Context: an optimization exercise on an open-source flow, tuned for small area and a short achievable clock period. The choices shown serve that exercise and are no tape-out recipe.
No functional check of the RTL was part of any run shown here.
No activity file was given, so power comes from the tool's default toggle rates.

**flow/run.sh**
```bash
#!/bin/bash
# synth_recipe.tcl (not shown) runs the flow's synth.tcl, then flattens the netlist and writes it again
# the make line also repeats each setting of config.mk as NAME=value (left out here)
make -C /OpenROAD-flow-scripts/flow DESIGN_CONFIG=/design/flow/config.mk WORK_HOME=/design/flow/orfs CLKGATE_MAP_FILE= SYNTH_SCRIPT=/design/flow/synth_recipe.tcl finish
```
**flow/config.mk**
```make
export PLATFORM = sky130hd
export DESIGN_NAME = FP16_mcl
export DESIGN_NICKNAME = FP16_mcl
export VERILOG_FILES = /design/flow/design.v
export SDC_FILE = /design/flow/constraint.sdc
export NUM_CORES = 4
export LEC_CHECK = 0
export CAP_MARGIN = 20
export CORE_MARGIN = 2
export CORE_UTILIZATION = 40
export SLEW_MARGIN = 20
```
**flow/constraint.sdc**
```tcl
create_clock -name core_clock -period 5.5 [get_ports {clk}]
set_input_delay 1.1000 -clock core_clock [delete_from_list [all_inputs] [get_ports {clk}]]
set_output_delay 1.1000 -clock core_clock [all_outputs]
set_load 0.01 [all_outputs]
```
**flow/design.v**
```verilog
module FP16_mcl(
    input [15:0] data1,
    input [15:0] data2,
    input rst,
    input input_valid,
    input clk,
    output reg [15:0] datanew,
    output reg output_update
    );
    wire bm5_0;
    wire bm5_1;
    wire bm5_10;
    wire bm5_11;
    wire bm5_2;
    wire bm5_3;
    wire bm5_4;
    wire bm5_5;
    wire bm5_6;
    wire bm5_7;
    wire bm5_8;
    wire bm5_9;
    wire bp0_0;
    wire bp0_1;
    wire bp0_10;
    wire bp0_11;
    wire bp0_2;
    wire bp0_3;
    wire bp0_4;
    wire bp0_5;
    wire bp0_6;
    wire bp0_7;
    wire bp0_8;
    wire bp0_9;
    wire bp1_0;
    wire bp1_1;
    wire bp1_10;
    wire bp1_11;
    wire bp1_2;
    wire bp1_3;
    wire bp1_4;
    wire bp1_5;
    wire bp1_6;
    wire bp1_7;
    wire bp1_8;
    wire bp1_9;
    wire bp2_0;
    wire bp2_1;
    wire bp2_10;
    wire bp2_11;
    wire bp2_2;
    wire bp2_3;
    wire bp2_4;
    wire bp2_5;
    wire bp2_6;
    wire bp2_7;
    wire bp2_8;
    wire bp2_9;
    wire bp3_0;
    wire bp3_1;
    wire bp3_10;
    wire bp3_11;
    wire bp3_2;
    wire bp3_3;
    wire bp3_4;
    wire bp3_5;
    wire bp3_6;
    wire bp3_7;
    wire bp3_8;
    wire bp3_9;
    wire bp4_0;
    wire bp4_1;
    wire bp4_10;
    wire bp4_11;
    wire bp4_2;
    wire bp4_3;
    wire bp4_4;
    wire bp4_5;
    wire bp4_6;
    wire bp4_7;
    wire bp4_8;
    wire bp4_9;
    wire cin9;
    wire fc_1_10_2;
    wire fc_1_10_3;
    wire fc_1_11_4;
    wire fc_1_11_5;
    wire fc_1_12_6;
    wire fc_1_12_7;
    wire fc_1_13_8;
    wire fc_1_13_9;
    wire fc_1_14_10;
    wire fc_1_14_11;
    wire fc_1_15_12;
    wire fc_1_16_13;
    wire fc_1_8_0;
    wire fc_1_9_1;
    wire fc_2_10_18;
    wire fc_2_11_19;
    wire fc_2_12_20;
    wire fc_2_13_21;
    wire fc_2_14_22;
    wire fc_2_15_23;
    wire fc_2_16_24;
    wire fc_2_17_25;
    wire fc_2_18_26;
    wire fc_2_6_14;
    wire fc_2_7_15;
    wire fc_2_8_16;
    wire fc_2_9_17;
    wire fc_3_10_33;
    wire fc_3_11_34;
    wire fc_3_12_35;
    wire fc_3_13_36;
    wire fc_3_14_37;
    wire fc_3_15_38;
    wire fc_3_16_39;
    wire fc_3_17_40;
    wire fc_3_18_41;
    wire fc_3_19_42;
    wire fc_3_20_43;
    wire fc_3_4_27;
    wire fc_3_5_28;
    wire fc_3_6_29;
    wire fc_3_7_30;
    wire fc_3_8_31;
    wire fc_3_9_32;
    wire fs_1_10_2;
    wire fs_1_10_3;
    wire fs_1_11_4;
    wire fs_1_11_5;
    wire fs_1_12_6;
    wire fs_1_12_7;
    wire fs_1_13_8;
    wire fs_1_13_9;
    wire fs_1_14_10;
    wire fs_1_14_11;
    wire fs_1_15_12;
    wire fs_1_16_13;
    wire fs_1_8_0;
    wire fs_1_9_1;
    wire fs_2_10_18;
    wire fs_2_11_19;
    wire fs_2_12_20;
    wire fs_2_13_21;
    wire fs_2_14_22;
    wire fs_2_15_23;
    wire fs_2_16_24;
    wire fs_2_17_25;
    wire fs_2_18_26;
    wire fs_2_6_14;
    wire fs_2_7_15;
    wire fs_2_8_16;
    wire fs_2_9_17;
    wire fs_3_10_33;
    wire fs_3_11_34;
    wire fs_3_12_35;
    wire fs_3_13_36;
    wire fs_3_14_37;
    wire fs_3_15_38;
    wire fs_3_16_39;
    wire fs_3_17_40;
    wire fs_3_18_41;
    wire fs_3_19_42;
    wire fs_3_20_43;
    wire fs_3_4_27;
    wire fs_3_5_28;
    wire fs_3_6_29;
    wire fs_3_7_30;
    wire fs_3_8_31;
    wire fs_3_9_32;
    wire hc_1_6_0;
    wire hc_1_7_1;
    wire hc_1_8_2;
    wire hc_1_9_3;
    wire hc_2_4_4;
    wire hc_2_5_5;
    wire hc_3_2_6;
    wire hc_3_3_7;
    wire hs_1_6_0;
    wire hs_1_7_1;
    wire hs_1_8_2;
    wire hs_1_9_3;
    wire hs_2_4_4;
    wire hs_2_5_5;
    wire hs_3_2_6;
    wire hs_3_3_7;
    wire n_bm5_11_c21;
    wire n_bm5_2_c12;
    wire n_bm5_2_c13;
    wire n_bm5_5_c15;
    wire n_bm5_7_c17;
    wire n_bm5_9_c19;
    wire neg0;
    wire neg1;
    wire neg2;
    wire neg3;
    wire neg4;
    wire nneg0;
    wire nneg1;
    wire nneg2;
    wire nneg3;
    wire nneg4;
    wire one0;
    wire one1;
    wire one2;
    wire one3;
    wire one4;
    wire sg0;
    wire two0;
    wire two1;
    wire two2;
    wire two3;
    wire two4;
    wire z9_0;
    reg fs_3_8_31_r1;
    reg fs_3_7_30_r1;
    reg fs_3_6_29_r1;
    reg fs_3_5_28_r1;
    reg fs_3_4_27_r1;
    reg hs_3_3_7_r1;
    reg hs_3_2_6_r1;
    reg bp0_1_r1;
    reg bp0_0_r1;
    reg fc_3_7_30_r1;
    reg fc_3_6_29_r1;
    reg fc_3_5_28_r1;
    reg fc_3_4_27_r1;
    reg hc_3_3_7_r1;
    reg hc_3_2_6_r1;
    reg neg1_r1;
    reg neg0_r1;
    reg n_bm5_11_c21_r1;
    reg fs_3_20_43_r1;
    reg fs_3_19_42_r1;
    reg fs_3_18_41_r1;
    reg fs_3_17_40_r1;
    reg fs_3_16_39_r1;
    reg fs_3_15_38_r1;
    reg fs_3_14_37_r1;
    reg fs_3_13_36_r1;
    reg fs_3_12_35_r1;
    reg fs_3_11_34_r1;
    reg fs_3_10_33_r1;
    reg fs_3_9_32_r1;
    reg fc_3_20_43_r1;
    reg fc_3_19_42_r1;
    reg fc_3_18_41_r1;
    reg fc_3_17_40_r1;
    reg fc_3_16_39_r1;
    reg fc_3_15_38_r1;
    reg fc_3_14_37_r1;
    reg fc_3_13_36_r1;
    reg fc_3_12_35_r1;
    reg fc_3_11_34_r1;
    reg fc_3_10_33_r1;
    reg fc_3_9_32_r1;
    reg fc_3_8_31_r1;
    reg z9_0_r1;
    reg es0_5_r1;
    reg es0_4_r1;
    reg es0_3_r1;
    reg es0_2_r1;
    reg es0_1_r1;
    reg es0_0_r1;
    reg sg0_r1;
    wire inf0 = (&data1[14:10]) | (&data2[14:10]);
    wire zero0 = ~(|data1[14:0]) | ~(|data2[14:0]);
    wire [5:0] esum0 = data1[14:10] + data2[14:10];
    wire [5:0] es0 = inf0 ? 6'd63 : zero0 ? 6'd0 : esum0;
    assign sg0 = data1[15] ^ data2[15];
    wire [10:0] t1, t2;
    assign t1[0] = 1'b1;
    assign t1[1] = ~(|data1[0:0]);
    assign t1[2] = ~(|data1[1:0]);
    assign t1[3] = ~(|data1[2:0]);
    assign t1[4] = ~(|data1[3:0]);
    assign t1[5] = ~(|data1[4:0]);
    assign t1[6] = ~(|data1[5:0]);
    assign t1[7] = ~(|data1[6:0]);
    assign t1[8] = ~(|data1[7:0]);
    assign t1[9] = ~(|data1[8:0]);
    assign t1[10] = ~(|data1[9:0]);
    assign t2[0] = 1'b1;
    assign t2[1] = ~(|data2[0:0]);
    assign t2[2] = ~(|data2[1:0]);
    assign t2[3] = ~(|data2[2:0]);
    assign t2[4] = ~(|data2[3:0]);
    assign t2[5] = ~(|data2[4:0]);
    assign t2[6] = ~(|data2[5:0]);
    assign t2[7] = ~(|data2[6:0]);
    assign t2[8] = ~(|data2[7:0]);
    assign t2[9] = ~(|data2[8:0]);
    assign t2[10] = ~(|data2[9:0]);
    assign z9_0 = (t1[0] & t2[9]) | (t1[1] & t2[8]) | (t1[2] & t2[7]) | (t1[3] & t2[6]) | (t1[4] & t2[5]) | (t1[5] & t2[4]) | (t1[6] & t2[3]) | (t1[7] & t2[2]) | (t1[8] & t2[1]) | (t1[9] & t2[0]);
    assign neg0 = data2[1] & ~(data2[0] & 1'b0);
    assign one0 = data2[0] ^ 1'b0;
    assign two0 = (data2[1] & ~data2[0] & ~1'b0) | (~data2[1] & data2[0] & 1'b0);
    assign bp0_0 = ((one0 & data1[0])) ^ neg0;
    assign bp0_1 = ((one0 & data1[1]) | (two0 & data1[0])) ^ neg0;
    assign bp0_2 = ((one0 & data1[2]) | (two0 & data1[1])) ^ neg0;
    assign bp0_3 = ((one0 & data1[3]) | (two0 & data1[2])) ^ neg0;
    assign bp0_4 = ((one0 & data1[4]) | (two0 & data1[3])) ^ neg0;
    assign bp0_5 = ((one0 & data1[5]) | (two0 & data1[4])) ^ neg0;
    assign bp0_6 = ((one0 & data1[6]) | (two0 & data1[5])) ^ neg0;
    assign bp0_7 = ((one0 & data1[7]) | (two0 & data1[6])) ^ neg0;
    assign bp0_8 = ((one0 & data1[8]) | (two0 & data1[7])) ^ neg0;
    assign bp0_9 = ((one0 & data1[9]) | (two0 & data1[8])) ^ neg0;
    assign bp0_10 = ((one0 & 1'b1) | (two0 & data1[9])) ^ neg0;
    assign bp0_11 = ((two0 & 1'b1)) ^ neg0;
    assign nneg0 = ~neg0;
    assign neg1 = data2[3] & ~(data2[2] & data2[1]);
    assign one1 = data2[2] ^ data2[1];
    assign two1 = (data2[3] & ~data2[2] & ~data2[1]) | (~data2[3] & data2[2] & data2[1]);
    assign bp1_0 = ((one1 & data1[0])) ^ neg1;
    assign bp1_1 = ((one1 & data1[1]) | (two1 & data1[0])) ^ neg1;
    assign bp1_2 = ((one1 & data1[2]) | (two1 & data1[1])) ^ neg1;
    assign bp1_3 = ((one1 & data1[3]) | (two1 & data1[2])) ^ neg1;
    assign bp1_4 = ((one1 & data1[4]) | (two1 & data1[3])) ^ neg1;
    assign bp1_5 = ((one1 & data1[5]) | (two1 & data1[4])) ^ neg1;
    assign bp1_6 = ((one1 & data1[6]) | (two1 & data1[5])) ^ neg1;
    assign bp1_7 = ((one1 & data1[7]) | (two1 & data1[6])) ^ neg1;
    assign bp1_8 = ((one1 & data1[8]) | (two1 & data1[7])) ^ neg1;
    assign bp1_9 = ((one1 & data1[9]) | (two1 & data1[8])) ^ neg1;
    assign bp1_10 = ((one1 & 1'b1) | (two1 & data1[9])) ^ neg1;
    assign bp1_11 = ((two1 & 1'b1)) ^ neg1;
    assign nneg1 = ~neg1;
    assign neg2 = data2[5] & ~(data2[4] & data2[3]);
    assign one2 = data2[4] ^ data2[3];
    assign two2 = (data2[5] & ~data2[4] & ~data2[3]) | (~data2[5] & data2[4] & data2[3]);
    assign bp2_0 = ((one2 & data1[0])) ^ neg2;
    assign bp2_1 = ((one2 & data1[1]) | (two2 & data1[0])) ^ neg2;
    assign bp2_2 = ((one2 & data1[2]) | (two2 & data1[1])) ^ neg2;
    assign bp2_3 = ((one2 & data1[3]) | (two2 & data1[2])) ^ neg2;
    assign bp2_4 = ((one2 & data1[4]) | (two2 & data1[3])) ^ neg2;
    assign bp2_5 = ((one2 & data1[5]) | (two2 & data1[4])) ^ neg2;
    assign bp2_6 = ((one2 & data1[6]) | (two2 & data1[5])) ^ neg2;
    assign bp2_7 = ((one2 & data1[7]) | (two2 & data1[6])) ^ neg2;
    assign bp2_8 = ((one2 & data1[8]) | (two2 & data1[7])) ^ neg2;
    assign bp2_9 = ((one2 & data1[9]) | (two2 & data1[8])) ^ neg2;
    assign bp2_10 = ((one2 & 1'b1) | (two2 & data1[9])) ^ neg2;
    assign bp2_11 = ((two2 & 1'b1)) ^ neg2;
    assign nneg2 = ~neg2;
    assign neg3 = data2[7] & ~(data2[6] & data2[5]);
    assign one3 = data2[6] ^ data2[5];
    assign two3 = (data2[7] & ~data2[6] & ~data2[5]) | (~data2[7] & data2[6] & data2[5]);
    assign bp3_0 = ((one3 & data1[0])) ^ neg3;
    assign bp3_1 = ((one3 & data1[1]) | (two3 & data1[0])) ^ neg3;
    assign bp3_2 = ((one3 & data1[2]) | (two3 & data1[1])) ^ neg3;
    assign bp3_3 = ((one3 & data1[3]) | (two3 & data1[2])) ^ neg3;
    assign bp3_4 = ((one3 & data1[4]) | (two3 & data1[3])) ^ neg3;
    assign bp3_5 = ((one3 & data1[5]) | (two3 & data1[4])) ^ neg3;
    assign bp3_6 = ((one3 & data1[6]) | (two3 & data1[5])) ^ neg3;
    assign bp3_7 = ((one3 & data1[7]) | (two3 & data1[6])) ^ neg3;
    assign bp3_8 = ((one3 & data1[8]) | (two3 & data1[7])) ^ neg3;
    assign bp3_9 = ((one3 & data1[9]) | (two3 & data1[8])) ^ neg3;
    assign bp3_10 = ((one3 & 1'b1) | (two3 & data1[9])) ^ neg3;
    assign bp3_11 = ((two3 & 1'b1)) ^ neg3;
    assign nneg3 = ~neg3;
    assign neg4 = data2[9] & ~(data2[8] & data2[7]);
    assign one4 = data2[8] ^ data2[7];
    assign two4 = (data2[9] & ~data2[8] & ~data2[7]) | (~data2[9] & data2[8] & data2[7]);
    assign bp4_0 = ((one4 & data1[0])) ^ neg4;
    assign bp4_1 = ((one4 & data1[1]) | (two4 & data1[0])) ^ neg4;
    assign bp4_2 = ((one4 & data1[2]) | (two4 & data1[1])) ^ neg4;
    assign bp4_3 = ((one4 & data1[3]) | (two4 & data1[2])) ^ neg4;
    assign bp4_4 = ((one4 & data1[4]) | (two4 & data1[3])) ^ neg4;
    assign bp4_5 = ((one4 & data1[5]) | (two4 & data1[4])) ^ neg4;
    assign bp4_6 = ((one4 & data1[6]) | (two4 & data1[5])) ^ neg4;
    assign bp4_7 = ((one4 & data1[7]) | (two4 & data1[6])) ^ neg4;
    assign bp4_8 = ((one4 & data1[8]) | (two4 & data1[7])) ^ neg4;
    assign bp4_9 = ((one4 & data1[9]) | (two4 & data1[8])) ^ neg4;
    assign bp4_10 = ((one4 & 1'b1) | (two4 & data1[9])) ^ neg4;
    assign bp4_11 = ((two4 & 1'b1)) ^ neg4;
    assign nneg4 = ~neg4;
    assign bm5_0 = data2[9] ? 1'b0 : data1[0];
    assign bm5_1 = data2[9] ? data1[0] : data1[1];
    assign bm5_2 = data2[9] ? data1[1] : data1[2];
    assign bm5_3 = data2[9] ? data1[2] : data1[3];
    assign bm5_4 = data2[9] ? data1[3] : data1[4];
    assign bm5_5 = data2[9] ? data1[4] : data1[5];
    assign bm5_6 = data2[9] ? data1[5] : data1[6];
    assign bm5_7 = data2[9] ? data1[6] : data1[7];
    assign bm5_8 = data2[9] ? data1[7] : data1[8];
    assign bm5_9 = data2[9] ? data1[8] : data1[9];
    assign bm5_10 = data2[9] ? data1[9] : 1'b1;
    assign bm5_11 = data2[9];
    assign n_bm5_2_c12 = ~bm5_2;
    assign n_bm5_2_c13 = ~bm5_2;
    assign n_bm5_5_c15 = ~bm5_5;
    assign n_bm5_7_c17 = ~bm5_7;
    assign n_bm5_9_c19 = ~bm5_9;
    assign n_bm5_11_c21 = ~bm5_11;
    assign hs_1_6_0 = bp0_6 ^ bp1_4;
    assign hc_1_6_0 = bp0_6 & bp1_4;
    assign hs_1_7_1 = bp0_7 ^ bp1_5;
    assign hc_1_7_1 = bp0_7 & bp1_5;
    assign fs_1_8_0 = bp0_8 ^ bp1_6 ^ bp2_4;
    assign fc_1_8_0 = (bp0_8 & bp1_6) | (bp0_8 & bp2_4) | (bp1_6 & bp2_4);
    assign hs_1_8_2 = bp3_2 ^ bp4_0;
    assign hc_1_8_2 = bp3_2 & bp4_0;
    assign fs_1_9_1 = bp0_9 ^ bp1_7 ^ bp2_5;
    assign fc_1_9_1 = (bp0_9 & bp1_7) | (bp0_9 & bp2_5) | (bp1_7 & bp2_5);
    assign hs_1_9_3 = bp3_3 ^ bp4_1;
    assign hc_1_9_3 = bp3_3 & bp4_1;
    assign fs_1_10_2 = bp0_10 ^ bp1_8 ^ bp2_6;
    assign fc_1_10_2 = (bp0_10 & bp1_8) | (bp0_10 & bp2_6) | (bp1_8 & bp2_6);
    assign fs_1_10_3 = bp3_4 ^ bp4_2 ^ bm5_0;
    assign fc_1_10_3 = (bp3_4 & bp4_2) | (bp3_4 & bm5_0) | (bp4_2 & bm5_0);
    assign fs_1_11_4 = bp0_11 ^ bp1_9 ^ bp2_7;
    assign fc_1_11_4 = (bp0_11 & bp1_9) | (bp0_11 & bp2_7) | (bp1_9 & bp2_7);
    assign fs_1_11_5 = bp3_5 ^ bp4_3 ^ bm5_1;
    assign fc_1_11_5 = (bp3_5 & bp4_3) | (bp3_5 & bm5_1) | (bp4_3 & bm5_1);
    assign fs_1_12_6 = nneg0 ^ bp1_10 ^ bp2_8;
    assign fc_1_12_6 = (nneg0 & bp1_10) | (nneg0 & bp2_8) | (bp1_10 & bp2_8);
    assign fs_1_12_7 = bp3_6 ^ bp4_4 ^ n_bm5_2_c12;
    assign fc_1_12_7 = (bp3_6 & bp4_4) | (bp3_6 & n_bm5_2_c12) | (bp4_4 & n_bm5_2_c12);
    assign fs_1_13_8 = bp1_11 ^ bp2_9 ^ bp3_7;
    assign fc_1_13_8 = (bp1_11 & bp2_9) | (bp1_11 & bp3_7) | (bp2_9 & bp3_7);
    assign fs_1_13_9 = bp4_5 ^ bm5_3 ^ n_bm5_2_c13;
    assign fc_1_13_9 = (bp4_5 & bm5_3) | (bp4_5 & n_bm5_2_c13) | (bm5_3 & n_bm5_2_c13);
    assign fs_1_14_10 = nneg1 ^ bp2_10 ^ bp3_8;
    assign fc_1_14_10 = (nneg1 & bp2_10) | (nneg1 & bp3_8) | (bp2_10 & bp3_8);
    assign fs_1_14_11 = bp4_6 ^ bm5_4 ^ bm5_2;
    assign fc_1_14_11 = (bp4_6 & bm5_4) | (bp4_6 & bm5_2) | (bm5_4 & bm5_2);
    assign fs_1_15_12 = bp2_11 ^ bp3_9 ^ bp4_7;
    assign fc_1_15_12 = (bp2_11 & bp3_9) | (bp2_11 & bp4_7) | (bp3_9 & bp4_7);
    assign fs_1_16_13 = nneg2 ^ bp3_10 ^ bp4_8;
    assign fc_1_16_13 = (nneg2 & bp3_10) | (nneg2 & bp4_8) | (bp3_10 & bp4_8);
    assign hs_2_4_4 = bp0_4 ^ bp1_2;
    assign hc_2_4_4 = bp0_4 & bp1_2;
    assign hs_2_5_5 = bp0_5 ^ bp1_3;
    assign hc_2_5_5 = bp0_5 & bp1_3;
    assign fs_2_6_14 = hs_1_6_0 ^ bp2_2 ^ bp3_0;
    assign fc_2_6_14 = (hs_1_6_0 & bp2_2) | (hs_1_6_0 & bp3_0) | (bp2_2 & bp3_0);
    assign fs_2_7_15 = hs_1_7_1 ^ bp2_3 ^ bp3_1;
    assign fc_2_7_15 = (hs_1_7_1 & bp2_3) | (hs_1_7_1 & bp3_1) | (bp2_3 & bp3_1);
    assign fs_2_8_16 = fs_1_8_0 ^ hs_1_8_2 ^ neg4;
    assign fc_2_8_16 = (fs_1_8_0 & hs_1_8_2) | (fs_1_8_0 & neg4) | (hs_1_8_2 & neg4);
    assign fs_2_9_17 = fs_1_9_1 ^ hs_1_9_3 ^ fc_1_8_0;
    assign fc_2_9_17 = (fs_1_9_1 & hs_1_9_3) | (fs_1_9_1 & fc_1_8_0) | (hs_1_9_3 & fc_1_8_0);
    assign fs_2_10_18 = fs_1_10_2 ^ fs_1_10_3 ^ fc_1_9_1;
    assign fc_2_10_18 = (fs_1_10_2 & fs_1_10_3) | (fs_1_10_2 & fc_1_9_1) | (fs_1_10_3 & fc_1_9_1);
    assign fs_2_11_19 = fs_1_11_4 ^ fs_1_11_5 ^ fc_1_10_2;
    assign fc_2_11_19 = (fs_1_11_4 & fs_1_11_5) | (fs_1_11_4 & fc_1_10_2) | (fs_1_11_5 & fc_1_10_2);
    assign fs_2_12_20 = fs_1_12_6 ^ fs_1_12_7 ^ fc_1_11_4;
    assign fc_2_12_20 = (fs_1_12_6 & fs_1_12_7) | (fs_1_12_6 & fc_1_11_4) | (fs_1_12_7 & fc_1_11_4);
    assign fs_2_13_21 = fs_1_13_8 ^ fs_1_13_9 ^ fc_1_12_6;
    assign fc_2_13_21 = (fs_1_13_8 & fs_1_13_9) | (fs_1_13_8 & fc_1_12_6) | (fs_1_13_9 & fc_1_12_6);
    assign fs_2_14_22 = fs_1_14_10 ^ fs_1_14_11 ^ fc_1_13_8;
    assign fc_2_14_22 = (fs_1_14_10 & fs_1_14_11) | (fs_1_14_10 & fc_1_13_8) | (fs_1_14_11 & fc_1_13_8);
    assign fs_2_15_23 = fs_1_15_12 ^ n_bm5_5_c15 ^ fc_1_14_10;
    assign fc_2_15_23 = (fs_1_15_12 & n_bm5_5_c15) | (fs_1_15_12 & fc_1_14_10) | (n_bm5_5_c15 & fc_1_14_10);
    assign fs_2_16_24 = fs_1_16_13 ^ bm5_6 ^ bm5_5;
    assign fc_2_16_24 = (fs_1_16_13 & bm5_6) | (fs_1_16_13 & bm5_5) | (bm5_6 & bm5_5);
    assign fs_2_17_25 = bp3_11 ^ bp4_9 ^ n_bm5_7_c17;
    assign fc_2_17_25 = (bp3_11 & bp4_9) | (bp3_11 & n_bm5_7_c17) | (bp4_9 & n_bm5_7_c17);
    assign fs_2_18_26 = nneg3 ^ bp4_10 ^ bm5_8;
    assign fc_2_18_26 = (nneg3 & bp4_10) | (nneg3 & bm5_8) | (bp4_10 & bm5_8);
    assign hs_3_2_6 = bp0_2 ^ bp1_0;
    assign hc_3_2_6 = bp0_2 & bp1_0;
    assign hs_3_3_7 = bp0_3 ^ bp1_1;
    assign hc_3_3_7 = bp0_3 & bp1_1;
    assign fs_3_4_27 = hs_2_4_4 ^ bp2_0 ^ neg2;
    assign fc_3_4_27 = (hs_2_4_4 & bp2_0) | (hs_2_4_4 & neg2) | (bp2_0 & neg2);
    assign fs_3_5_28 = hs_2_5_5 ^ bp2_1 ^ hc_2_4_4;
    assign fc_3_5_28 = (hs_2_5_5 & bp2_1) | (hs_2_5_5 & hc_2_4_4) | (bp2_1 & hc_2_4_4);
    assign fs_3_6_29 = fs_2_6_14 ^ neg3 ^ hc_2_5_5;
    assign fc_3_6_29 = (fs_2_6_14 & neg3) | (fs_2_6_14 & hc_2_5_5) | (neg3 & hc_2_5_5);
    assign fs_3_7_30 = fs_2_7_15 ^ hc_1_6_0 ^ fc_2_6_14;
    assign fc_3_7_30 = (fs_2_7_15 & hc_1_6_0) | (fs_2_7_15 & fc_2_6_14) | (hc_1_6_0 & fc_2_6_14);
    assign fs_3_8_31 = fs_2_8_16 ^ hc_1_7_1 ^ fc_2_7_15;
    assign fc_3_8_31 = (fs_2_8_16 & hc_1_7_1) | (fs_2_8_16 & fc_2_7_15) | (hc_1_7_1 & fc_2_7_15);
    assign fs_3_9_32 = fs_2_9_17 ^ hc_1_8_2 ^ fc_2_8_16;
    assign fc_3_9_32 = (fs_2_9_17 & hc_1_8_2) | (fs_2_9_17 & fc_2_8_16) | (hc_1_8_2 & fc_2_8_16);
    assign fs_3_10_33 = fs_2_10_18 ^ hc_1_9_3 ^ fc_2_9_17;
    assign fc_3_10_33 = (fs_2_10_18 & hc_1_9_3) | (fs_2_10_18 & fc_2_9_17) | (hc_1_9_3 & fc_2_9_17);
    assign fs_3_11_34 = fs_2_11_19 ^ fc_1_10_3 ^ fc_2_10_18;
    assign fc_3_11_34 = (fs_2_11_19 & fc_1_10_3) | (fs_2_11_19 & fc_2_10_18) | (fc_1_10_3 & fc_2_10_18);
    assign fs_3_12_35 = fs_2_12_20 ^ fc_1_11_5 ^ fc_2_11_19;
    assign fc_3_12_35 = (fs_2_12_20 & fc_1_11_5) | (fs_2_12_20 & fc_2_11_19) | (fc_1_11_5 & fc_2_11_19);
    assign fs_3_13_36 = fs_2_13_21 ^ fc_1_12_7 ^ fc_2_12_20;
    assign fc_3_13_36 = (fs_2_13_21 & fc_1_12_7) | (fs_2_13_21 & fc_2_12_20) | (fc_1_12_7 & fc_2_12_20);
    assign fs_3_14_37 = fs_2_14_22 ^ fc_1_13_9 ^ fc_2_13_21;
    assign fc_3_14_37 = (fs_2_14_22 & fc_1_13_9) | (fs_2_14_22 & fc_2_13_21) | (fc_1_13_9 & fc_2_13_21);
    assign fs_3_15_38 = fs_2_15_23 ^ fc_1_14_11 ^ fc_2_14_22;
    assign fc_3_15_38 = (fs_2_15_23 & fc_1_14_11) | (fs_2_15_23 & fc_2_14_22) | (fc_1_14_11 & fc_2_14_22);
    assign fs_3_16_39 = fs_2_16_24 ^ fc_1_15_12 ^ fc_2_15_23;
    assign fc_3_16_39 = (fs_2_16_24 & fc_1_15_12) | (fs_2_16_24 & fc_2_15_23) | (fc_1_15_12 & fc_2_15_23);
    assign fs_3_17_40 = fs_2_17_25 ^ fc_1_16_13 ^ fc_2_16_24;
    assign fc_3_17_40 = (fs_2_17_25 & fc_1_16_13) | (fs_2_17_25 & fc_2_16_24) | (fc_1_16_13 & fc_2_16_24);
    assign fs_3_18_41 = fs_2_18_26 ^ bm5_7 ^ fc_2_17_25;
    assign fc_3_18_41 = (fs_2_18_26 & bm5_7) | (fs_2_18_26 & fc_2_17_25) | (bm5_7 & fc_2_17_25);
    assign fs_3_19_42 = bp4_11 ^ n_bm5_9_c19 ^ fc_2_18_26;
    assign fc_3_19_42 = (bp4_11 & n_bm5_9_c19) | (bp4_11 & fc_2_18_26) | (n_bm5_9_c19 & fc_2_18_26);
    assign fs_3_20_43 = nneg4 ^ bm5_10 ^ bm5_9;
    assign fc_3_20_43 = (nneg4 & bm5_10) | (nneg4 & bm5_9) | (bm5_10 & bm5_9);
    assign cin9 = ({1'b0, {fs_3_8_31_r1, fs_3_7_30_r1, fs_3_6_29_r1, fs_3_5_28_r1, fs_3_4_27_r1, hs_3_3_7_r1, hs_3_2_6_r1, bp0_1_r1, bp0_0_r1}} + {1'b0, {fc_3_7_30_r1, fc_3_6_29_r1, fc_3_5_28_r1, fc_3_4_27_r1, hc_3_3_7_r1, hc_3_2_6_r1, neg1_r1, 1'b0, neg0_r1}}) >> 9;
    wire [12:0] ph;
    assign ph = {n_bm5_11_c21_r1, fs_3_20_43_r1, fs_3_19_42_r1, fs_3_18_41_r1, fs_3_17_40_r1, fs_3_16_39_r1, fs_3_15_38_r1, fs_3_14_37_r1, fs_3_13_36_r1, fs_3_12_35_r1, fs_3_11_34_r1, fs_3_10_33_r1, fs_3_9_32_r1} + {fc_3_20_43_r1, fc_3_19_42_r1, fc_3_18_41_r1, fc_3_17_40_r1, fc_3_16_39_r1, fc_3_15_38_r1, fc_3_14_37_r1, fc_3_13_36_r1, fc_3_12_35_r1, fc_3_11_34_r1, fc_3_10_33_r1, fc_3_9_32_r1, fc_3_8_31_r1} + {12'd0, cin9};
    wire [10:0] pH = {ph[12], ph[11], ph[10], ph[9], ph[8], ph[7], ph[6], ph[5], ph[4], ph[3], ph[2]};
    wire [10:0] pL = {ph[11], ph[10], ph[9], ph[8], ph[7], ph[6], ph[5], ph[4], ph[3], ph[2], ph[1]};
    wire h = ph[12];
    wire z9 = z9_0_r1;
    wire upH = ph[1] & (ph[2] | ph[0] | ~z9);
    wire upL = ph[0] & (ph[1] | ~z9);
    wire [11:0] incL = {1'b0, pL} + 12'd1;
    wire [10:0] incH = pH + 11'd1;
    wire ovf = ~h & upL & incL[11];
    wire [9:0] frac = h ? (upH ? incH[9:0] : pH[9:0]) : (upL ? incL[9:0] : pL[9:0]);
    wire k = h | ovf;
    wire [5:0] esr = {es0_5_r1, es0_4_r1, es0_3_r1, es0_2_r1, es0_1_r1, es0_0_r1};
    wire sat = k ? (esr >= 6'd45) : (esr >= 6'd46);
    wire flz = k ? (esr <= 6'd14) : (esr <= 6'd15);
    wire [4:0] eo = esr[4:0] + (k ? 5'd18 : 5'd17);
    wire sg = sg0_r1;
    wire [15:0] res = sat ? {sg, 15'h7fff} : flz ? 16'h0000 : {sg, eo, frac};
    reg [0:0] vld;
    always @(posedge clk or posedge rst)
        if (rst) begin
            vld <= 1'd0;
            output_update <= 1'b0;
        end else begin
            vld <= input_valid;
            output_update <= vld[0];
        end
    always @(posedge clk) begin
        fs_3_8_31_r1 <= fs_3_8_31;
        fs_3_7_30_r1 <= fs_3_7_30;
        fs_3_6_29_r1 <= fs_3_6_29;
        fs_3_5_28_r1 <= fs_3_5_28;
        fs_3_4_27_r1 <= fs_3_4_27;
        hs_3_3_7_r1 <= hs_3_3_7;
        hs_3_2_6_r1 <= hs_3_2_6;
        bp0_1_r1 <= bp0_1;
        bp0_0_r1 <= bp0_0;
        fc_3_7_30_r1 <= fc_3_7_30;
        fc_3_6_29_r1 <= fc_3_6_29;
        fc_3_5_28_r1 <= fc_3_5_28;
        fc_3_4_27_r1 <= fc_3_4_27;
        hc_3_3_7_r1 <= hc_3_3_7;
        hc_3_2_6_r1 <= hc_3_2_6;
        neg1_r1 <= neg1;
        neg0_r1 <= neg0;
        n_bm5_11_c21_r1 <= n_bm5_11_c21;
        fs_3_20_43_r1 <= fs_3_20_43;
        fs_3_19_42_r1 <= fs_3_19_42;
        fs_3_18_41_r1 <= fs_3_18_41;
        fs_3_17_40_r1 <= fs_3_17_40;
        fs_3_16_39_r1 <= fs_3_16_39;
        fs_3_15_38_r1 <= fs_3_15_38;
        fs_3_14_37_r1 <= fs_3_14_37;
        fs_3_13_36_r1 <= fs_3_13_36;
        fs_3_12_35_r1 <= fs_3_12_35;
        fs_3_11_34_r1 <= fs_3_11_34;
        fs_3_10_33_r1 <= fs_3_10_33;
        fs_3_9_32_r1 <= fs_3_9_32;
        fc_3_20_43_r1 <= fc_3_20_43;
        fc_3_19_42_r1 <= fc_3_19_42;
        fc_3_18_41_r1 <= fc_3_18_41;
        fc_3_17_40_r1 <= fc_3_17_40;
        fc_3_16_39_r1 <= fc_3_16_39;
        fc_3_15_38_r1 <= fc_3_15_38;
        fc_3_14_37_r1 <= fc_3_14_37;
        fc_3_13_36_r1 <= fc_3_13_36;
        fc_3_12_35_r1 <= fc_3_12_35;
        fc_3_11_34_r1 <= fc_3_11_34;
        fc_3_10_33_r1 <= fc_3_10_33;
        fc_3_9_32_r1 <= fc_3_9_32;
        fc_3_8_31_r1 <= fc_3_8_31;
        z9_0_r1 <= z9_0;
        es0_5_r1 <= es0[5];
        es0_4_r1 <= es0[4];
        es0_3_r1 <= es0[3];
        es0_2_r1 <= es0[2];
        es0_1_r1 <= es0[1];
        es0_0_r1 <= es0[0];
        sg0_r1 <= sg0;
        datanew <= res;
    end
endmodule
```
==> impl_metrics.ini, run 1 <==
[logic_synthesis]
ys_seq_elements = 69
syn-num-nets = 756
synth_cell_types = 65
ys_seq_area_share_pct = 23.7
synth.top_cells.by_area = dfxtp_1 23%, fa_1 16%, ha_1 8.3%
synth-compound-area-share_pct = 19.9
yosysTopAreaCellShare_pct = 22.8
syn_inst = 635
synthMuxAreaShare_pct = 4.05
ys.flop_type = dfxtp_1
synthXorXnorAreaFrac_pct = 9.99
yosys.area_share.adder_pct = 24.3
syn_area_per_cell_sq_um = 9.25
synth_top_family_by_area = adder cells
yosysTopAreaCell = dfxtp_1
synth_edf_count = 0
synthArstFlopShare_pct = 2.90
yosys.area_share.simple_pct = 11.9
yosysWarnings = 1
synth_area_sq_um = 5880

[routing]
wl_per_cell_microns = 15.8
drc_errors = 0
drt_iter0_markers = 239
routed_via_density = 5.45
wirelength_microns = 13700
vias = 4702
first_pass_iters = 5
postRouteAntennaNets = 0

[clock_network]
cts_tree = built
root_buffer = clkbuf_16
cts.sinks = 69
cts_buffer_depth = 2
clock_latency_ps = 340
cts_max_level = 3
clkTransAtPathRegs_ps = 50
cts-buffers-inserted = 9

[setup_path]
crit_chain = ha_1 -> a41o_1 -> a21o_1 -> a21o_1 -> a21o_1 -> a21oi_1 -> nor2b_1 -> o21ai_0 -> nand2b_1 -> fa_1 -> a21o_1 -> a21oi_1 -> xnor2_1 -> ha_1 -> nand3_1 -> nor2_1 -> nand2b_1 -> o31ai_4 -> inv_1 -> fa_1 -> nor2_1 -> mux2i_1 -> o211ai_1
regToRegEndpoint = datanew[14]
crit_start = hs_3_2_6_r1
cp-start-kind = flop
r2r_setup_slack_ps = 420
r2r_start = hs_3_2_6_r1
crit_required_ps = 5710
critical_path_peak_fanout = 5
crit_path_end_kind = flop
crit_top_cell = a21o_1
critPathSlowestCell = fa_1
critPathCapture = datanew[14]
path_class = flop to flop
slowest_delay_ps = 460
r2r_cells = 23
crit_arrival_ps = 5290

[die]
die_area_sq_um = 15700
rows = 44
chipWidth_microns = 125
io-pin-count = 52
die_height_microns = 125
start_util_pct = 40.7
core-area_sq_um = 14400

[timing]
hold_viol = 0
fin_hold_ws_ps = 356
period_needed_ps = 5080
clock-skew-final_ps = 7.78
min_period_over_period_pct = 92.4
fin_ws_ps = 419
max-slew-margin-rel_pct = 51.1
worstMarginPinSlew_ps = 727
fin_tns_setup_ps = 0
max_freq_mhz = 197
grt_setup_unrepaired = false
slew_viol_final = 0
setup_viol = 0

[finish]
largest_register = datanew
drive_above_1_share_pct = 7.81
largest_reg_flops = 16
fin_nets = 796
areaGrowthSynthToFinish_pct = 17.8
fin_area_sq_um = 6920
final_core_util_pct = 48.0
antennaDiodeCount = 0

[power]
peakVddDrop_mv = 0.271
power_density_nw_per_um2 = 622
leakagePower_nw = 2.92

[global_route]
antenna_found_initial = 0
grt_pass1_wl_microns = 23700
grt_pass1_vias = 4729
grt_max_degree = 22
overflow = 0
grtUsageTotal_pct = 18.3

[run]
maxCapViolCount = 0

[placed_design]
dpl-instance-area_sq_um = 6560
portBuffers = 51
hpwl_microns = 10600
place_ws_ps = 272
place.gp.congestion = 0.839

[worst_hold_path]
hold_path.class = flop to flop

[outcome]
status = complete, no violations
## area by class of cell
cell class                 count  area (sq um)
clock buffer                  10           239
clock inverter                 5          85.1
fill                        1365          7500
inverter                      55           206
multi-input combinational    472          4130
sequential                    69          1390
tap                          184           230
timing repair buffer          68           638
## logic make-up after synthesis
family / Yosys count
xor gates and xnor gates: 67
AOI/OAI and AO/OA: 160
buffers and inverters: 94
adders and majority gates: 86
and+or+nand+nor: 136
DFF: 69
muxes: 23
## routing by layer
layer | GRT usage [%] | vias up | wire [microns]
met2 | 30.2 | 131 | 6400
li1 | - | 2310 | -
met4 | 6.73 | 0 | 257
met1 | 24.2 | 2242 | 6390
met5 | 0 | - | 0
met3 | 3.21 | 19 | 609
## metrics by stage
stage / cells / power [mW]
2_1_floorplan: 635 / 2.92
6_report: 863 / 4.30
3_3_place_gp: 844 / 3.53
4_1_cts: 859 / 4.25
3_5_place_dp: 844 / 3.61
5_1_grt: 863 / 4.74
## report_power, final
part           leakage [nW]  total (mW)  switching (mW)  internal [mW]
Sequential            0.587       0.777          0.0669          0.710
Combinational          2.18        2.91            1.67           1.24
Clock                 0.155       0.618           0.211          0.407
## critical path, delay by kind of cell, from the launching register on
| kind | cells | cell delay, ps |
|---|---|---|
| AO/OA/AOI/OAI | 10 | 1810 |
| adder cells (fa/ha/maj) | 4 | 1380 |
| AND/OR/NAND/NOR | 6 | 830 |
| XOR/XNOR | 1 | 250 |
| flip-flops | 1 | 300 |
| buffers and inverters | 1 | 140 |
| multiplexers | 1 | 240 |
## cells in the final DEF (no fill, tap or decap), drive strengths merged, types with 6 or more instances in the layout
cell type / count
a21o: 8
a21oi: 27
a22o: 7
a22oi: 38
buf: 17
clkbuf: 10
clkdlybuf4s50: 51
dfxtp: 67
fa: 47
ha: 39
inv: 55
mux2: 6
mux2i: 17
nand2: 31
nand2b: 11
nand3: 8
nand4: 7
nor2: 41
nor2b: 7
nor3: 8
nor4: 7
o211ai: 8
o21ai: 19
o22ai: 10
xnor2: 43
xor2: 24
## cell usage after synthesis, types with 5 or more instances
library cell,instances
clkbuf_1,30
o211ai_1,8
a31oi_1,5
a22oi_1,38
nand4_1,7
nand2b_1,11
nand3_1,8
a21oi_1,27
a22o_1,7
xor2_1,24
buf_2,5
o21ai_0,17
xnor2_1,43
mux2_2,6
o22ai_1,10
nand2_1,31
nor2b_1,7
nor4_1,6
ha_1,39
dfxtp_1,67
fa_1,47
mux2i_1,17
a21o_1,8
nor2_1,41
nor3_1,8
inv_1,53
## repair_timing
action | in CTS | in global routing
gates resized for setup | 0 | 1
buffers inserted | 0 | 4
hold buffers | 0 | 0
endpoints found under the setup margin | 0 | 3
## how the worst min path moves through the flow
stage / end / cells past startpoint / from / slack, ps
after detailed placement: output_update / 0 / vld / 350
after global routing: output_update / 0 / vld / 370
after global placement: output_update / 0 / vld / 340
after CTS: output_update / 0 / vld / 370
final: output_update / 0 / vld / 360
after floorplan: output_update / 0 / vld / 330
==> run 2, diff against run 1 <==
--- a/flow/config.mk
+++ b/flow/config.mk
@@ -5,7 +5,10 @@
 export SDC_FILE = /design/flow/constraint.sdc
 export NUM_CORES = 4
 export LEC_CHECK = 0
+export ABC_CLOCK_PERIOD_IN_PS = 3500
 export CAP_MARGIN = 20
 export CORE_MARGIN = 2
-export CORE_UTILIZATION = 40
+export CORE_UTILIZATION = 60
+export CTS_BUF_LIST = sky130_fd_sc_hd__clkbuf_4 sky130_fd_sc_hd__clkbuf_8
+export SETUP_SLACK_MARGIN = 2.0
 export SLEW_MARGIN = 20
==> impl_metrics.ini, run 2 <==
[outcome]
status = complete, no violations

[setup_path]
crit_path_end_kind = flop
crit_arrival_ps = 4710
crit_chain = ha_4 -> a41o_1 -> a21o_1 -> a21o_1 -> a21o_1 -> a21oi_2 -> nor2b_1 -> o21ai_1 -> nand2b_1 -> fa_2 -> a21o_1 -> nand4_1 -> a21oi_1 -> o41ai_2 -> xor2_2 -> o31ai_4 -> buf_6 -> ha_4 -> a21oi_2 -> nor2b_2 -> nand2_2 -> nor2_1 -> nor4_1
crit_required_ps = 5760
cp-start-kind = flop
cp_top_family = compound AO/OA/AOI/OAI gates
path_class = flop to flop
critPathSlowestCell = o31ai_4
crit_top_cell = a21o_1
slowest_delay_ps = 400
critical_path_peak_fanout = 3
cp_num_buf_inv = 1

[clock_network]
root_buffer = clkbuf_8
clkTransAtPathRegs_ps = 80
clock_latency_ps = 350
cts_buffer_depth = 2
cts_max_level = 3
cts_tree = built
cts-buffers-inserted = 9
cts.sinks = 69

[logic_synthesis]
synth.top_cells.by_area = dfxtp_1 23%, fa_1 16%, ha_1 8.3%
syn-num-nets = 756
yosysTopAreaCellShare_pct = 22.8
synth_area_sq_um = 5880
syn_area_per_cell_sq_um = 9.25
yosysTopAreaCell = dfxtp_1
ys_seq_area_share_pct = 23.7
synth_cell_types = 65
yosysWarnings = 1
syn_inst = 635
synth_edf_count = 0
ys.flop_type = dfxtp_1
yosysMostFrequentCell = dfxtp_1
synth_common_cells = 67 x dfxtp_1, 53 x inv_1, 47 x fa_1
synthArstFlopShare_pct = 2.90
ys_seq_elements = 69

[die]
rows = 36
core-area_sq_um = 9640
chipWidth_microns = 103
die_area_sq_um = 10600
start_util_pct = 61.0
die_height_microns = 103
io-pin-count = 52

[finish]
largest_reg_flops = 16
largest_register = datanew
areaGrowthSynthToFinish_pct = 27.3
seq_area_sq_um = 1390
nFillCells = 680
antennaDiodeCount = 0
final_common_cell = dfxtp_1
drive_above_1_share_pct = 23.5
fin_area_sq_um = 7480
fin_nets = 835
instances_no_fill = 852
multi_input_area_sq_um = 4550
final_cell_mix = 65 x dfxtp_1, 47 x inv_1, 46 x buf_4
final_core_util_pct = 77.6

[placed_design]
place.gp.congestion = 0.902
hpwl_microns = 10200
dpl-instance-area_sq_um = 6600
portBuffers = 51
placed_cells = 791

[timing]
period_needed_ps = 4450
clock-skew-final_ps = 15.9
max-slew-margin-rel_pct = 53.8
worstMarginPinSlew_ps = 687
setup_viol = 0
min_period_over_period_pct = 80.8
slew_viol_final = 0
grt_setup_unrepaired = true
fin_tns_setup_ps = 0
hold_viol = 0
max_freq_mhz = 225

[worst_hold_path]
hold_path.class = flop to flop

[routing]
drc_errors = 0
vias = 5063
wl_per_cell_microns = 17.3
postRouteAntennaNets = 0
wirelength_microns = 14800
routed_via_density = 5.94
drt_iter0_markers = 229
first_pass_iters = 6

[run]
maxCapViolCount = 0

[global_route]
grt_max_degree = 20
grt_pass1_wl_microns = 23600
grt_pass1_vias = 4933
grtUsageTotal_pct = 28.5
antenna_found_initial = 0
overflow = 0

[power]
peakVddDrop_mv = 0.341
leakagePower_nw = 3.19
power_density_nw_per_um2 = 624
run 2: cell counts after synthesis:
No cell type changed its count.
run 2: kinds of logic after synthesis:
kind of cell	after synthesis	synth area share [%]
AOI/OAI and AO/OA	160	19.9
DFF	69	23.7
and+or+nand+nor	136	11.9
xor gates and xnor gates	67	9.99
muxes	23	4.04
buffers and inverters	94	6.24
adders and majority gates	86	24.3
run 2: repair_timing:
item | CTS | global route
buffers inserted | 36 | 7
gates cloned | 1 | 1
endpoints found under the setup margin | 43 | 35
pin swaps | 32 | 28
hold buffers | 0 | 0
gates resized for setup | 74 | 64
run 2: final timing paths:
kind,startpoint,end,slack [ps],depth (start not counted)
min reg2reg,vld,output_update,360,0
min in group asynchronous,rst,vld,890,2
max,neg1_r1,datanew[13],1050,23
max in group asynchronous,rst,output_update,4500,2
min,vld,output_update,360,0
max reg2reg,neg1_r1,datanew[13],1050,23
run 2: report_power, final:
part	internal (mW)	switching, mW
logic	1.59	1.90
clock network	0.189	0.201
registers	0.709	0.0733
total	2.49	2.18
run 2: layout make-up:
cell class,instances,area share [%]
multi-input combinational,472,60.8
sequential,69,18.6
timing repair buffer,107,12.9
inverter,55,2.98
tap,133,2.22
clock buffer,12,2.04
clock inverter,4,0.435
run 2: metrics by stage:
| stage | hold WS [ps] | setup WS (ps) | power [mW] |
|---|---|---|---|
| after floorplan | 331 | 974 | 2.98 |
| after global placement | 339 | 682 | 3.52 |
| after detailed placement | 342 | 537 | 3.61 |
| after CTS | 369 | 991 | 4.33 |
| after global routing | 373 | 856 | 5.07 |
| final | 363 | 1050 | 4.66 |
run 2: metal layers:
metal	global-route usage (%)	share of wire, %	wire, microns	vias to the layer above
met1	37.3	43	6360	2432
met4	14.0	3.4	497	0
met2	46.6	48	7150	196
met5	0	0	0	-
li1	-	-	-	2381
met3	3.93	5.1	753	54

[static timing again, ports no longer ideal]
Ports are ideal in the flow. The routed layouts listed here were re-timed in OpenROAD. Step 1 sets driving cells, clkbuf_16 on the clock port and buf_2 on the other inputs (assumed; they add their load-dependent delay and slew). Step 2 moves the port delays by t, midway between the first and last clock arrival at a register: inputs arrive t later, outputs are due t later. That takes back most of the time a late clock gives input paths. Slacks: no drivers / after step 1 / after step 2; pairs: no drivers / after step 1.
| run | shift t [ns] | setup slack, ns | hold slack, ns | clock arrival spread, ns |
|---|---|---|---|---|
| run 1 | 0.378 | 0.419 / 0.419 / 0.419 | 0.356 / 0.356 / 0.356 | 0.009 / 0.009 |
| run 2 | 0.378 | 1.054 / 1.054 / 1.054 | 0.363 / 0.363 / 0.363 | 0.016 / 0.016 |
After both steps every run listed still meets setup and hold.
